This is an optimization exercise on Yosys and OpenROAD, whose aim is small area and a short achievable clock period, not a production implementation. At most, simulation tests tie the RTL to the original design; equivalence was not proved.

==> run a: inputs <==
// fp16_multiplier
module fp16_multiplier(
  input wire clk,
  input wire [15:0] a,
  input wire [15:0] b,
  output wire [15:0] out
);
export LEC_CHECK = 0
export CAP_MARGIN = 20
export CORE_MARGIN = 2
export CORE_UTILIZATION = 40
export SETUP_SLACK_MARGIN = 2.5
export SLEW_MARGIN = 20
create_clock -name core_clock -period 5.0 [get_ports {clk}]
standard.sh (not shown) runs the stock make flow with config.mk's settings and CLKGATE_MAP_FILE= SYNTH_SCRIPT=/design/flow/synth_recipe.tcl, a recipe that flattens the netlist after the stock synthesis.
==> flow/flow/run.sh <==
#!/bin/bash
# The standard layout (standard.sh), with two changes:
# - synthesis leaves full and half adders to ABC (ADDER_MAP_FILE empty: no extract_fa,
#   no fa/ha cells);
# - the port buffers are buf_2 cells instead of the delay buffers buffer_ports picks.
set -euo pipefail
ADDER_MAP_FILE= bash standard.sh synth > synth.log 2>&1
BUFFER_PORTS_ARGS="-buffer_cell sky130_fd_sc_hd__buf_2" bash standard.sh > layout.log 2>&1
==> inputs of run b, as changes to run a <==
--- a/flow/design.v
+++ b/flow/design.v
@@ -226,27 +226,27 @@
   wire fs53 = 1'b1 ^ fs35 ^ fc34;
   wire fc53 = (1'b1 & fs35) | (fc34 & (1'b1 ^ fs35));
   wire fs54 = t5_10 ^ ~bn[4] ^ fc35;
   wire fc54 = (t5_10 & ~bn[4]) | (fc35 & (t5_10 ^ ~bn[4]));
   wire fs55 = t5_11 ^ 1'b1;
   wire fc55 = t5_11 & 1'b1;
-  wire [7:0] lx = {fs41, fs40, fs39, fs38, fs37, bn[1], t0_1, t0_0};
-  wire [7:0] ly = {fc40, fc39, fc38, fc37, fc36, fs36, 1'b0, bn[0]};
-  wire [8:0] lsum = {1'b0, lx} + {1'b0, ly};
-  wire s1_cin = lsum[8];
-  wire [21:8] s1_hx = {fs55, fs54, fs53, fs52, fs51, fs50, fs49, fs48, fs47, fs46, fs45, fs44, fs43, fs42};
-  wire [21:8] s1_hy = {fc54, fc53, fc52, fc51, fc50, fc49, fc48, fc47, fc46, fc45, fc44, fc43, fc42, fc41};
-  reg [21:8] r1_hx, r1_hy;
+  wire [5:0] lx = {fs39, fs38, fs37, bn[1], t0_1, t0_0};
+  wire [5:0] ly = {fc38, fc37, fc36, fs36, 1'b0, bn[0]};
+  wire [6:0] lsum = {1'b0, lx} + {1'b0, ly};
+  wire s1_cin = lsum[6];
+  wire [21:6] s1_hx = {fs55, fs54, fs53, fs52, fs51, fs50, fs49, fs48, fs47, fs46, fs45, fs44, fs43, fs42, fs41, fs40};
+  wire [21:6] s1_hy = {fc54, fc53, fc52, fc51, fc50, fc49, fc48, fc47, fc46, fc45, fc44, fc43, fc42, fc41, fc40, fc39};
+  reg [21:6] r1_hx, r1_hy;
   reg r1_cin, r1_sticky, r1_nan, r1_s;
   reg [5:0] r1_esum;
   always @(posedge clk) begin
     r1_hx <= s1_hx; r1_hy <= s1_hy; r1_cin <= s1_cin; r1_sticky <= r0_sticky;
     r1_nan <= r0_nan; r1_s <= r0_s; r1_esum <= r0_esum;
   end
-  wire [14:0] psum = {r1_hx, 1'b1} + {r1_hy, r1_cin};
-  wire [21:8] s2_p = psum[14:1];
+  wire [16:0] psum = {r1_hx, 1'b1} + {r1_hy, r1_cin};
+  wire [21:8] s2_p = psum[16:3];
   reg [21:8] r2_p;
   reg r2_sticky, r2_nan, r2_s;
   reg [5:0] r2_esum;
   always @(posedge clk) begin
     r2_p <= s2_p; r2_sticky <= r1_sticky;
     r2_nan <= r1_nan; r2_s <= r1_s; r2_esum <= r1_esum;
- SETUP_SLACK_MARGIN: 2.5 -> 2.8
==> results.yml <==
power_and_ir_drop:
  powerSeq_mw: 2.01
  internal_power_mw: 3.416
  p_clk_share_pct: 23.2
  power.density_mw_per_mm2: 599.4
worst_setup_path:
  critPathSlowestCell: "dfxtp_1"
  rr_endpoint: "r1_hy[15]$_DFF_P_"
worst_hold_path:
  holdPathEnd: "r1_esum[4]$_DFF_P_"
status:
  status: "finished clean"
synth:
  netlist_instances: 859
  synth.avg_cell_area_um2: 9.277
  synth_xor_area_share_pct: 22.75
The numbers above come from run a.

==> results.yml <==
power_and_ir_drop:
  internal_power_mw: 3.737
  powerSeq_mw: 2.06
  p_comb_share_pct: 40.5
  power.density_mw_per_mm2: 600.5
  p_clk_share_pct: 23.6
synth:
  netlist_instances: 863
  synth.avg_cell_area_um2: 9.272
  synth_xor_area_share_pct: 22.85
worst_setup_path:
  critPathSlowestCell: "maj3_2"
  crit_fanout: 2
  rr_endpoint: "r2_p[12]$_DFF_P_"
status:
  status: "finished clean"
cts:
  clock_latency_ns: 0.43
cells_and_area:
  largest_cell_class: "multi-input gates"
The numbers above come from run b.

Only the layout flow was run in run b; the RTL was not checked for function there.

separate check: timing with driven ports:
No port has a modelled driver above. Below, the same layouts with a new extraction and two added sets of constraints. Step 1 assumes that a clkbuf_16 drives the clock port and a buf_2 every other input. Step 2 moves the port delays by t, midway between the first and last clock arrival at a register: inputs arrive t later, outputs are due t later. That takes back most of the time a late clock gives input paths. Three values: ideal, step 1, step 2; two values: the first two.
run	shift t [ns]	setup WS [ns]	pins driven straight from the clock port
run a	0.467	2.601 / 2.601 / 2.271	1
run b	0.468	2.667 / 2.667 / 2.309	1
After both steps every run listed still meets setup and hold. The setup slack of run b, which loses most, moves by 0.000 ns with the drivers and by -0.358 ns with both steps.
